Source: an optimization exercise on an open RTL-to-GDS flow (aim: small area, a short achievable clock period and few clock cycles per item). Production flows keep margins and buffers that such runs may drop. Only simulation tests tie the RTL to the original design; equivalence was not proved.

==> inputs of build 68 <==
==> flow/design.v <==
module tea_interface(
    input [63:0] in,
    input mode,
    input reset,
    input write,
    input clk,
    output [63:0] out,
    output out_ready
);
    localparam [31:0] DELTA   = 32'h9E3779B9;
    localparam [31:0] NDELTA  = 32'h61C88647;  
    localparam [31:0] SUM_DEC = 32'hC6EF3720;  
    function [31:0] bs(input [31:0] x);
        bs = {x[7:0], x[15:8], x[23:16], x[31:24]};
    endfunction
    wire [31:0] in_y = bs(in[63:32]);
    wire [31:0] in_z = bs(in[31:0]);
    reg [63:0] kp, kq;
    reg        qhi;       
    reg        wk;        
    reg [31:0] a, b, s;
    reg        m;         
    reg        ph;        
    reg        pre, post;  
    reg        busy, rdy;
    always @(posedge clk) begin
        kq <= kp;
        kp <= (reset | wk) ? {in_y, in_z} : kq;
        qhi <= wk ? 1'b1 : ~qhi;
    end
    wire        swp = pre | post;
    wire [31:0] t1, t2, t3;
    padd #(32) u1 (b << 4, kq[63:32], 1'b0, t1, );
    padd #(32) u2 (b, s, 1'b0, t2, );
    padd #(32) u3 (b >> 5, kq[31:0], 1'b0, t3, );
    wire [31:0] f   = t1 ^ t2 ^ t3;
    wire [31:0] fe  = f & {32{~swp}};
    wire [31:0] mm  = {32{m}};
    wire [31:0] nbr;
    padd #(32) u4 (mm ^ a, fe, 1'b0, nbr, );
    wire [31:0] nb  = mm ^ nbr;
    wire go   = busy & (swp | (qhi == (m ~^ ph)));
    wire fin  = ph & (s == (m ? DELTA : SUM_DEC));
    always @(posedge clk) begin
        if (reset) begin
            wk   <= 1'b1;
            busy <= 1'b0;
            rdy  <= 1'b0;
        end else begin
            wk <= 1'b0;
            if (write) begin
                busy <= 1'b1;
                rdy  <= 1'b0;
            end else if (go & (post | (~m & ~swp & fin))) begin
                busy <= 1'b0;
                rdy  <= 1'b1;
            end
        end
    end
    always @(posedge clk) begin
        if (write) begin
            a    <= in_y;
            b    <= in_z;
            s    <= mode ? SUM_DEC : DELTA;
            m    <= mode;
            ph   <= 1'b0;
            pre  <= mode;
            post <= 1'b0;
        end else if (go) begin
            a <= b;
            b <= nb;
            if (swp) begin
                pre  <= 1'b0;
                post <= 1'b0;
            end else begin
                ph <= ~ph;
                if (ph) s <= s + (m ? NDELTA : DELTA);
                if (m & fin) post <= 1'b1;
            end
        end
    end
    assign out = {bs(a), bs(b)};
    assign out_ready = rdy;
endmodule
module padd #(parameter W = 32) (
    input  [W-1:0] a,
    input  [W-1:0] b,
    input          ci,
    output [W-1:0] s,
    output         co
);
    reg [W-1:0] p, g, gp, pp;
    integer l, i, j;
    always @* begin
        p = a ^ b;
        g = a & b;
        g[0] = g[0] | (p[0] & ci);
        gp = g;
        pp = p;
        for (l = 0; (1 << l) < W; l = l + 1) begin
            for (i = W - 1; i >= 0; i = i - 1) begin
                j = ((i >> l) & 1) ? ((i >> l) << l) - 1 : -1;
                if (j >= 0) begin
                    gp[i] = gp[i] | (pp[i] & gp[j]);
                    pp[i] = pp[i] & pp[j];
                end
            end
        end
    end
    assign s  = p ^ {gp[W-2:0], ci};
    assign co = gp[W-1];
endmodule
==> flow/flow/run.sh <==
#!/bin/bash
# The standard layout, with two changes:
# - timing repair treats paths with less than MARGIN ns of slack as failing,
#   so it speeds up the design below the clock period;
# - the buffer on each input and output port is the smallest buffer.
set -euo pipefail
MARGIN=7.5
bash standard.sh SETUP_SLACK_MARGIN=$MARGIN \
  "BUFFER_PORTS_ARGS=-buffer_cell sky130_fd_sc_hd__buf_1" \
  finish > standard_finish.log 2>&1
==> flow/standard.sh <==
#!/bin/bash
# synth_recipe.tcl (not shown) runs the flow's synth.tcl, then flattens the netlist and writes it again
# the make line also repeats each setting of config.mk as NAME=value (left out here)
make -C /OpenROAD-flow-scripts/flow DESIGN_CONFIG=/design/flow/config.mk WORK_HOME=/design/flow/orfs CLKGATE_MAP_FILE= SYNTH_SCRIPT=/design/flow/synth_recipe.tcl "${@:-finish}"
==> flow/config.mk <==
export PLATFORM = sky130hd
export DESIGN_NAME = tea_interface
export DESIGN_NICKNAME = tea_interface
export VERILOG_FILES = /design/flow/design.v
export SDC_FILE = /design/flow/constraint.sdc
export NUM_CORES = 4
export LEC_CHECK = 0
export ABC_AREA = 1
export CAP_MARGIN = 20
export CORE_MARGIN = 2
export CORE_UTILIZATION = 40
export CTS_CLUSTER_DIAMETER = 80
export CTS_CLUSTER_SIZE = 30
export PLACE_DENSITY = 0.75
export SLEW_MARGIN = 20
==> flow/constraint.sdc <==
create_clock -name core_clock -period 12.0 [get_ports {clk}]
set_input_delay 2.4000 -clock core_clock [delete_from_list [all_inputs] [get_ports {clk}]]
set_output_delay 2.4000 -clock core_clock [all_outputs]
set_load 0.01 [all_outputs]
==> inputs of trial 62, as changes to build 68 <==
--- a/flow/design.v
+++ b/flow/design.v
@@ -30,14 +30,8 @@
     end
     wire        swp = pre | post;
-    wire [31:0] t1, t2, t3;
-    padd #(32) u1 (b << 4, kq[63:32], 1'b0, t1, );
-    padd #(32) u2 (b, s, 1'b0, t2, );
-    padd #(32) u3 (b >> 5, kq[31:0], 1'b0, t3, );
-    wire [31:0] f   = t1 ^ t2 ^ t3;
+    wire [31:0] f   = ((b << 4) + kq[63:32]) ^ (b + s) ^ ((b >> 5) + kq[31:0]);
     wire [31:0] fe  = f & {32{~swp}};
     wire [31:0] mm  = {32{m}};
-    wire [31:0] nbr;
-    padd #(32) u4 (mm ^ a, fe, 1'b0, nbr, );
-    wire [31:0] nb  = mm ^ nbr;
+    wire [31:0] nb  = mm ^ ((mm ^ a) + fe);
     wire go   = busy & (swp | (qhi == (m ~^ ph)));
     wire fin  = ph & (s == (m ? DELTA : SUM_DEC));
@@ -83,30 +77,2 @@
     assign out_ready = rdy;
 endmodule
-module padd #(parameter W = 32) (
-    input  [W-1:0] a,
-    input  [W-1:0] b,
-    input          ci,
-    output [W-1:0] s,
-    output         co
-);
-    reg [W-1:0] p, g, gp, pp;
-    integer l, i, j;
-    always @* begin
-        p = a ^ b;
-        g = a & b;
-        g[0] = g[0] | (p[0] & ci);
-        gp = g;
-        pp = p;
-        for (l = 0; (1 << l) < W; l = l + 1) begin
-            for (i = W - 1; i >= 0; i = i - 1) begin
-                j = ((i >> l) & 1) ? ((i >> l) << l) - 1 : -1;
-                if (j >= 0) begin
-                    gp[i] = gp[i] | (pp[i] & gp[j]);
-                    pp[i] = pp[i] & pp[j];
-                end
-            end
-        end
-    end
-    assign s  = p ^ {gp[W-2:0], ci};
-    assign co = gp[W-1];
-endmodule
==> flow/flow/run.sh (replaced) <==
#!/bin/bash
# The standard layout, with timing repair aiming below the clock period:
# repair_timing treats paths with less than MARGIN ns of slack as failing,
# and may resize cells to any footprint.
set -euo pipefail
MARGIN=8
bash standard.sh SETUP_SLACK_MARGIN=$MARGIN MATCH_CELL_FOOTPRINT=0 finish > standard_finish.log 2>&1
--- a/flow/config.mk
+++ b/flow/config.mk
@@ -6,10 +6,6 @@
 export NUM_CORES = 4
 export LEC_CHECK = 0
-export ABC_AREA = 1
 export CAP_MARGIN = 20
 export CORE_MARGIN = 2
 export CORE_UTILIZATION = 40
-export CTS_CLUSTER_DIAMETER = 80
-export CTS_CLUSTER_SIZE = 30
-export PLACE_DENSITY = 0.75
 export SLEW_MARGIN = 20
==> inputs of build 26, as changes to build 68 <==
--- a/flow/design.v
+++ b/flow/design.v
@@ -30,14 +30,8 @@
     end
     wire        swp = pre | post;
-    wire [31:0] t1, t2, t3;
-    padd #(32) u1 (b << 4, kq[63:32], 1'b0, t1, );
-    padd #(32) u2 (b, s, 1'b0, t2, );
-    padd #(32) u3 (b >> 5, kq[31:0], 1'b0, t3, );
-    wire [31:0] f   = t1 ^ t2 ^ t3;
+    wire [31:0] f   = ((b << 4) + kq[63:32]) ^ (b + s) ^ ((b >> 5) + kq[31:0]);
     wire [31:0] fe  = f & {32{~swp}};
     wire [31:0] mm  = {32{m}};
-    wire [31:0] nbr;
-    padd #(32) u4 (mm ^ a, fe, 1'b0, nbr, );
-    wire [31:0] nb  = mm ^ nbr;
+    wire [31:0] nb  = mm ^ ((mm ^ a) + fe);
     wire go   = busy & (swp | (qhi == (m ~^ ph)));
     wire fin  = ph & (s == (m ? DELTA : SUM_DEC));
@@ -83,30 +77,2 @@
     assign out_ready = rdy;
 endmodule
-module padd #(parameter W = 32) (
-    input  [W-1:0] a,
-    input  [W-1:0] b,
-    input          ci,
-    output [W-1:0] s,
-    output         co
-);
-    reg [W-1:0] p, g, gp, pp;
-    integer l, i, j;
-    always @* begin
-        p = a ^ b;
-        g = a & b;
-        g[0] = g[0] | (p[0] & ci);
-        gp = g;
-        pp = p;
-        for (l = 0; (1 << l) < W; l = l + 1) begin
-            for (i = W - 1; i >= 0; i = i - 1) begin
-                j = ((i >> l) & 1) ? ((i >> l) << l) - 1 : -1;
-                if (j >= 0) begin
-                    gp[i] = gp[i] | (pp[i] & gp[j]);
-                    pp[i] = pp[i] & pp[j];
-                end
-            end
-        end
-    end
-    assign s  = p ^ {gp[W-2:0], ci};
-    assign co = gp[W-1];
-endmodule
==> flow/flow/run.sh (replaced) <==
#!/bin/bash
set -euo pipefail
bash standard.sh SETUP_SLACK_MARGIN=7 finish > standard_finish.log 2>&1
==> flow/config.mk (replaced) <==
export PLATFORM = sky130hd
export DESIGN_NAME = tea_interface
export DESIGN_NICKNAME = tea_interface
export VERILOG_FILES = /design/flow/design.v
export SDC_FILE = /design/flow/constraint.sdc
export NUM_CORES = 4
export LEC_CHECK = 0
export CAP_MARGIN = 20
export CORE_MARGIN = 2
export CORE_UTILIZATION = 65
export PLACE_DENSITY = 0.8
export SLEW_MARGIN = 20
==> run summary <==
* Synth area leaders: edfxtp_1 19%, dfxtp_1 17%, ha_1 12%, xnor2_1 9.1%, mux2_2 8.3%
* Critical-path top delay cell: a2111oi_4
* FP Rows at 57
* Share of cells above drive strength 1 at slightly above 20%
* Cts bufs inserted at 25
* Routability Congestion at 0.929
* GRT Overall Usage at 36.5%
* Critical Path Fanout Max at 3
* Routing usage on met2 at around 58%
* Setup bufs post-CTS at 35
* Clk Latency, worst-skew pair at around 0.54 ns
* Synth Area in Adders at between 10% and 20%
* Non-clk bufs at 224
* Worst Tran Pin Value at ~1.1 ns
* Synth top area share at about a fifth
* Status: timing/DRC/antenna clean
* DRT met1 WL at slightly above 20 mm
* Hpwl dp at 33.3 mm
* Fraction of area in multi-input gates at 53.7%
* Worst Hold End: kq[28]
Source of the figures above: build 26

==> run summary <==
* Critical Path Fanout Max at 3
* Hpwl dp at 32.6 mm
* Non-clk bufs at approximately 210
* Status: timing/DRC/antenna clean
* Worst Tran Pin Value at 1.04 ns
* Synth top area share at 18.6%
* Synth area leaders: edfxtp_1 19%, dfxtp_1 17%, ha_1 11%, nand2_1 10%, inv_1 5.8%
* Routability Congestion at about 0.93
* FP Rows at between 70 and 80
* Clk Latency, worst-skew pair at 0.55 ns
* Setup bufs post-CTS at 25
* GRT Overall Usage at roughly 21%
* Share of cells above drive strength 1 at roughly an eighth
* Synth Area in Adders at 13.8%
* Critical-path top delay cell: edfxtp_1
Source of the figures above: build 68

==> run summary <==
* Status: timing/DRC/antenna clean
* GRT Overall Usage at approximately 24%
* Worst Tran Pin Value at 1.10 ns
* FP Rows at 72
* DRT met1 WL at between 20 and 30 mm
* Routing usage on met2 at between 30 and 40%
* Non-clk bufs at between 200 and 300
* Hpwl dp at roughly 35 mm
* Critical-path top delay cell: edfxtp_1
* Share of cells above drive strength 1 at a little under a quarter
* Dpl ws at 6.25 ns
* Setup bufs post-CTS at between 80 and 90
* Synth area leaders: edfxtp_1 19%, dfxtp_1 17%, ha_1 12%, xnor2_1 9.1%, mux2_2 8.3%
* Worst Hold End: kq[35]
* Critical Path Fanout Max at 7
* Fraction of area in multi-input gates at a little over half
* Cts bufs inserted at 26
* Routability Congestion at 0.926
* Clk Latency, worst-skew pair at 0.57 ns
Source of the figures above: trial 62

Testbench counts of build 68, summed over its fixed seeds: cycles 68,736, items 1,024.
Testbench counts of trial 62, summed over its fixed seeds: cycles 68,736, items 1,024.
Testbench counts of build 26, summed over its fixed seeds: cycles 68,736, items 1,024.

==> separate check: timing with driven ports <==
How much do the figures lean on ideal ports? The routed layouts below were timed once more, with nothing changed but the port constraints.
Step 1: set_driving_cell puts a clkbuf_16 on clk and a buf_2 on each other input, an assumption about the parent block.
Step 2 moves the port delays by t, midway between the first and last clock arrival at a register: inputs arrive t later, outputs are due t later. That takes back most of the time a late clock gives input paths.
a / b / c = ideal ports / drivers / drivers and shift; a / b = the first two.
| run | t, ns | setup WS [ns] | worst hold slack (ns) | worst register clock-pin slew, ns |
|---|---|---|---|---|
| build 68 | 0.584 | 7.501 / 7.501 / 7.341 | 0.310 / 0.310 / 0.310 | 0.11 / 0.11 |
| trial 62 | 0.611 | 6.519 / 6.519 / 6.519 | 0.317 / 0.317 / 0.317 | 0.07 / 0.07 |
| build 26 | 0.585 | 6.394 / 6.394 / 6.394 | 0.320 / 0.320 / 0.320 | 0.07 / 0.07 |
After both steps every run listed still meets setup and hold. The setup slack of build 68, which loses most, moves by 0.000 ns with the drivers and by -0.160 ns with both steps.
